What follows belongs to an exercise in optimizing a design on an open flow for small area and a short achievable clock period; a production flow would make more cautious choices. In this exercise RTL edits were held to simulation tests only and were not proved equivalent to the original. No activity file was given, so power comes from the tool's default toggle rates.

--- design/flow/run.sh ---
#!/bin/bash
# synth_recipe.tcl (not shown) runs the flow's synth.tcl, then flattens the netlist and writes it again
# the make line also repeats each setting of config.mk as NAME=value (left out here)
make -C /OpenROAD-flow-scripts/flow DESIGN_CONFIG=/design/flow/config.mk WORK_HOME=/design/flow/orfs CLKGATE_MAP_FILE= SYNTH_SCRIPT=/design/flow/synth_recipe.tcl finish
--- design/flow/config.mk ---
export PLATFORM = sky130hd
export DESIGN_NAME = divider_top
export DESIGN_NICKNAME = divider_top
export VERILOG_FILES = /design/flow/design.v
export SDC_FILE = /design/flow/constraint.sdc
export NUM_CORES = 4
export LEC_CHECK = 0
export CAP_MARGIN = 20
export CORE_MARGIN = 2
export CORE_UTILIZATION = 40
export SLEW_MARGIN = 20
--- design/flow/constraint.sdc ---
create_clock -name core_clock -period 140.0 [get_ports {clk}]
set_input_delay 28.0000 -clock core_clock [delete_from_list [all_inputs] [get_ports {clk}]]
set_output_delay 28.0000 -clock core_clock [all_outputs]
set_load 0.01 [all_outputs]
--- design/flow/design.v ---
module divider_top (
    input  wire        clk,
    input  wire [31:0] dividend,
    input  wire [31:0] divisor,
    output reg  [31:0] quotient,
    output reg  [31:0] remainder
);
    reg  [31:0] dividend_q, divisor_q;
    wire [31:0] quotient_d, remainder_d;
    signed_divider #(.WIDTH(32)) u_div (
        .dividend (dividend_q),
        .divisor  (divisor_q),
        .quotient (quotient_d),
        .remainder(remainder_d)
    );
    always @(posedge clk) begin
        dividend_q <= dividend;
        divisor_q  <= divisor;
        quotient   <= quotient_d;
        remainder  <= remainder_d;
    end
endmodule

module signed_divider #(parameter WIDTH = 8) (
    input  signed [WIDTH-1:0] dividend,
    input  signed [WIDTH-1:0] divisor,
    output reg   signed [WIDTH-1:0] quotient,
    output reg   signed [WIDTH-1:0] remainder
);
    integer i;
    reg [WIDTH-1:0] abs_dividend, abs_divisor;
    reg [WIDTH:0]   abs_rem;       
    reg [WIDTH-1:0] abs_quotient;
    reg             dividend_sign, divisor_sign;
    always @(*) begin
        dividend_sign = dividend[WIDTH-1];
        divisor_sign  = divisor[WIDTH-1];
        abs_dividend = dividend_sign ? -dividend : dividend;
        abs_divisor  = divisor_sign  ? -divisor  : divisor;
        abs_quotient = 0;
        abs_rem      = 0;
        for (i = WIDTH-1; i >= 0; i = i - 1) begin
            abs_rem = {abs_rem[WIDTH-1:0], abs_dividend[i]};
            if (abs_rem >= abs_divisor) begin
                abs_rem = abs_rem - abs_divisor;
                abs_quotient[i] = 1'b1;
            end else begin
                abs_quotient[i] = 1'b0;
            end
        end
        if (dividend_sign ^ divisor_sign)
            quotient = -abs_quotient;
        else
            quotient = abs_quotient;
        if (dividend_sign)
            remainder = -abs_rem[WIDTH-1:0];
        else
            remainder = abs_rem[WIDTH-1:0];
    end
endmodule
==> summary.txt <==
Power
  – Combinational power share: 99.7%
  – Internal power: 101000 uW
  – Tot Pwr: 213000 uW
  – Clock Power: 50.8 uW
  – Switching part of the total: 52.4%
  – Seq pwr: 655 uW
  – Clock power frac: 0%
  – P_sw: 112000 uW
  – Leakage power: 0.0449 uW
  – Dominant power group: combinational logic
  – Maximum vdd drop: 11.1 mV
  – Pwr dens: 2380 mW/mm^2
  – Combinational power: 212000 uW
  – Seq pwr share: 0.3%

Clock tree
  – CTS Buf Count: 17
  – Clk latency of the worst-skew pair: 0.57 ns
  – CTS tree: yes
  – Sink Count: 128
  – Clock Pin Slew Worst Setup and Hold Paths: 0.07 ns
  – H-tree depth: 4
  – Clock Tree Buf Depth: 2
  – Root Buffer: clkbuf_16

Synthesis
  – Post-synth EDFFs: 0
  – Yosys cell types: 121
  – Ys Warns: 2
  – Synth area leaders: ha_1 19%, mux2_2 10%, xnor2_1 7.1%
  – Asr flop ratio synth: 0%
  – Yosys top cell area share: 19.5%
  – Mapped Area: 0.0641 mm^2
  – Sequential fraction of the synthesis area: 4.00%
  – Post-synth net total: 9888
  – Synth area leader: ha_1
  – Average cell area after synthesis: 7.29 um^2
  – Post-synthesis cell count: 8794
  – FF+latch count, synth: 128
  – Leading register cell type out of synthesis: dfxtp_1

Timing
  – Final Cycle Share: 94.8%
  – Post-layout min period: 132.71 ns
  – Worst Skew: 0.0355 ns
  – Max-slew violations: 0
  – Slew HR: 25.5%
  – Final setup violation count: 0
  – Final Hold Fails: 0
  – Worst Tran Pin Value: 1.12 ns
  – WHS: 0.863 ns
  – FMAX: 7.54 MHz

Global route
  – First-pass GRT wire length: 443000 um
  – Gr ovfl total: 0
  – Vias in the first global route: 74800
  – Pin count of the biggest net entering global routing: 56
  – Initial antenna violation count: 8
  – GR Util All Layers: 35.0%

Worst setup path
  – Worst setup EP type: flip-flop
  – Worst r2r src: dividend_q[3]
  – Worst Reg-to-Reg Cells: 757
  – WP data arrival: 133.15 ns
  – Reg-to-Reg End: quotient[31]
  – Buf+Inv Stages, Crit Path: 42
  – Crit path kind: flip-flop to flip-flop
  – CP max stage delay: 0.54 ns
  – Worst Setup SP: dividend_q[3]
  – Critical path's slowest cell: or4_1
  – Critical path's top delay family: compound AO/OA/AOI/OAI gates
  – Cell with the most instances on the worst path: o21ai_1
  – Critical path peak fanout: 11
  – Worst endpoint required time: 140.44 ns
  – Crit path to: quotient[31]
  – Reg2reg setup slack: 7.29 ns
  – Cell depth of the worst setup path: 934
  – Startpoint Class: flip-flop

Run
  – Max-cap check violation count: 0

Routing
  – TritonRoute pass-1 iters: 8
  – Iteration-0 DRC Markers: 6464
  – Via density: 5.85
  – Via count: 77900
  – Final antenna-violating net count: 0
  – Post-Route WL: 299000 um
  – DRC: 0
  – Wire per inst: 22.5 um

Floorplanning
  – Die area: 0.164 mm^2
  – Die X: 404 um
  – Die Height: 404 um
  – FP Rows: 146
  – Initial Util: 40.4%
  – CORE AREA: 0.159 mm^2
  – I/O Pins: 129

Placement
  – I/O Buffers: 128
  – Final Wtd Congestion: 1.03
  – Post-Place Cells: 13200
  – HPWL after detailed placement: 245000 um
  – Post-DP Area: 0.0865 mm^2

Hold path
  – Hold WC Path Type: flip-flop to flip-flop
  – Hold path startpoint: dividend_q[31]
  – Hold Path Depth: 3
  – Worst Hold Endpoint: remainder[1]

Cells and area
  – Final nets: 12300
  – Final Cell Area: 0.0894 mm^2
  – Layout area overhead: 39.4%
  – Share of cells above drive strength 1: 32.8%
  – Layout Cells excl Fill: 13300

Run status
  – Status: timing/DRC/antenna clean
==> cell type report <==
type	instances	area [um^2]
fillers	15200	69400
multi-input cells	7929	61400
repair buffers	2629	20200
well taps	2072	2590
flip-flops and latches	128	2570
inverters	527	1980
clock buffers	17	425
clock inverters	15	165
diodes	1	2.50
==> layout by cell type (no fill, tap or decap), types with 62 or more instances in the layout <==
master           count
o21a_1              94
ha_1               990
nor3_1             139
and3_1              67
nand4_1            206
nand3_1            140
xor2_1             264
o21ai_1            142
nor2b_1             91
nor2_1             690
o21bai_1            78
clkdlybuf4s50_1    128
a31oi_1             62
mux2_2             593
inv_1              520
buf_4             2478
mux2i_1            122
xnor2_1            519
o21ai_0            421
a21oi_1            658
a21boi_1            80
dfxtp_1            125
a21boi_2            67
o21ai_2             88
nand2_1            796
a21o_1             363
nand2b_1            91
==> kinds of logic after synthesis <==
kind of cell	share of synthesized area, %
flops	4.00
fa+ha+maj	20.4
compound gates	27.4
xor+xnor	11.1
simple gates	19.6
buf+inv	4.44
mux	13.0
==> synth_stat cells (19+ instances only) <==
master / n
buf_1: 48
a221o_1: 30
buf_2: 27
and3_1: 67
and2_1: 62
xor2_1: 292
inv_1: 522
nand4_1: 206
nand2b_1: 91
a21o_1: 363
a21oi_1: 708
nand2_1: 807
nand3_1: 141
a211o_1: 24
o21bai_1: 80
or2_2: 52
xnor2_1: 521
a211oi_1: 71
dfxtp_1: 128
nor3_1: 149
nor2_1: 704
nor2b_1: 93
ha_1: 998
o41ai_1: 25
a31oi_1: 76
o31a_1: 20
clkbuf_1: 124
a41oi_1: 19
or3_1: 57
nor4_1: 61
a21boi_0: 184
mux2i_1: 151
a22oi_1: 24
or4_1: 30
o211ai_1: 47
o21ai_0: 635
mux2_2: 595
o21a_1: 94
fa_1: 31
o31ai_1: 61
==> routing by layer <==
| layer | vias to the layer above | GRT usage [%] | share of wire [%] |
|---|---|---|---|
| li1 | 37400 | - | - |
| met1 | 37000 | 46.9 | 44 |
| met2 | 2850 | 55.7 | 44 |
| met3 | 613 | 3.91 | 6.8 |
| met4 | 0 | 17.0 | 5.7 |
| met5 | - | 0 | 0 |
==> repair_timing <==
action | in CTS | in global routing
setup endpoints to repair | 64 | 64
setup buffers | 11 | 87
hold buffers | 0 | 0
cloned | 0 | 1
pin swaps | 18 | 357
gates resized for setup | 108 | 500
==> through the flow <==
step           worst slack (ns)  TNS (ns)  util [%]
6_report                   7.29         0      56.3
5_1_grt                   -1.33    -31.82      56.3
4_1_cts                  0.0142         0      55.0
3_5_place_dp              -4.97   -226.58      54.5
3_3_place_gp             -0.733     -3.29      54.5
2_1_floorplan            0.0225         0         -
==> state kept, by name, indices dropped and copies added, names as in the netlist <==
| name | cells |
|---|---|
| dividend_q | 32 |
| divisor_q | 32 |
| quotient | 32 |
| remainder | 32 |

==> what the ideal ports hide <==
How much do the figures lean on ideal ports? The routed layout below was timed once more, with nothing changed but the port constraints.
Step 1 (the two cells are an assumption about what drives the block):
set clk [get_ports {clk}]
set_driving_cell -lib_cell sky130_fd_sc_hd__clkbuf_16 $clk
set_driving_cell -lib_cell sky130_fd_sc_hd__buf_2 [delete_from_list [all_inputs] $clk]
Step 2, shift: input delay + t, output delay - t, t = (earliest + latest rising clock arrival at the registers) / 2. This alone moves slack from input paths to output paths.
a / b / c = ideal / step 1 / step 2; a / b = the first two.
t, ns: 0.631
slack for setup (ns): 7.287 / 7.287 / 7.287
worst setup path at the end: register to register
latest minus earliest clock arrival (ns): 0.036 / 0.035
worst register clock-pin slew, ns: 0.10 / 0.10
After both steps setup and hold are still met in this run. The setup slack of this run moves by 0.000 ns with the drivers and by 0.000 ns with both steps.
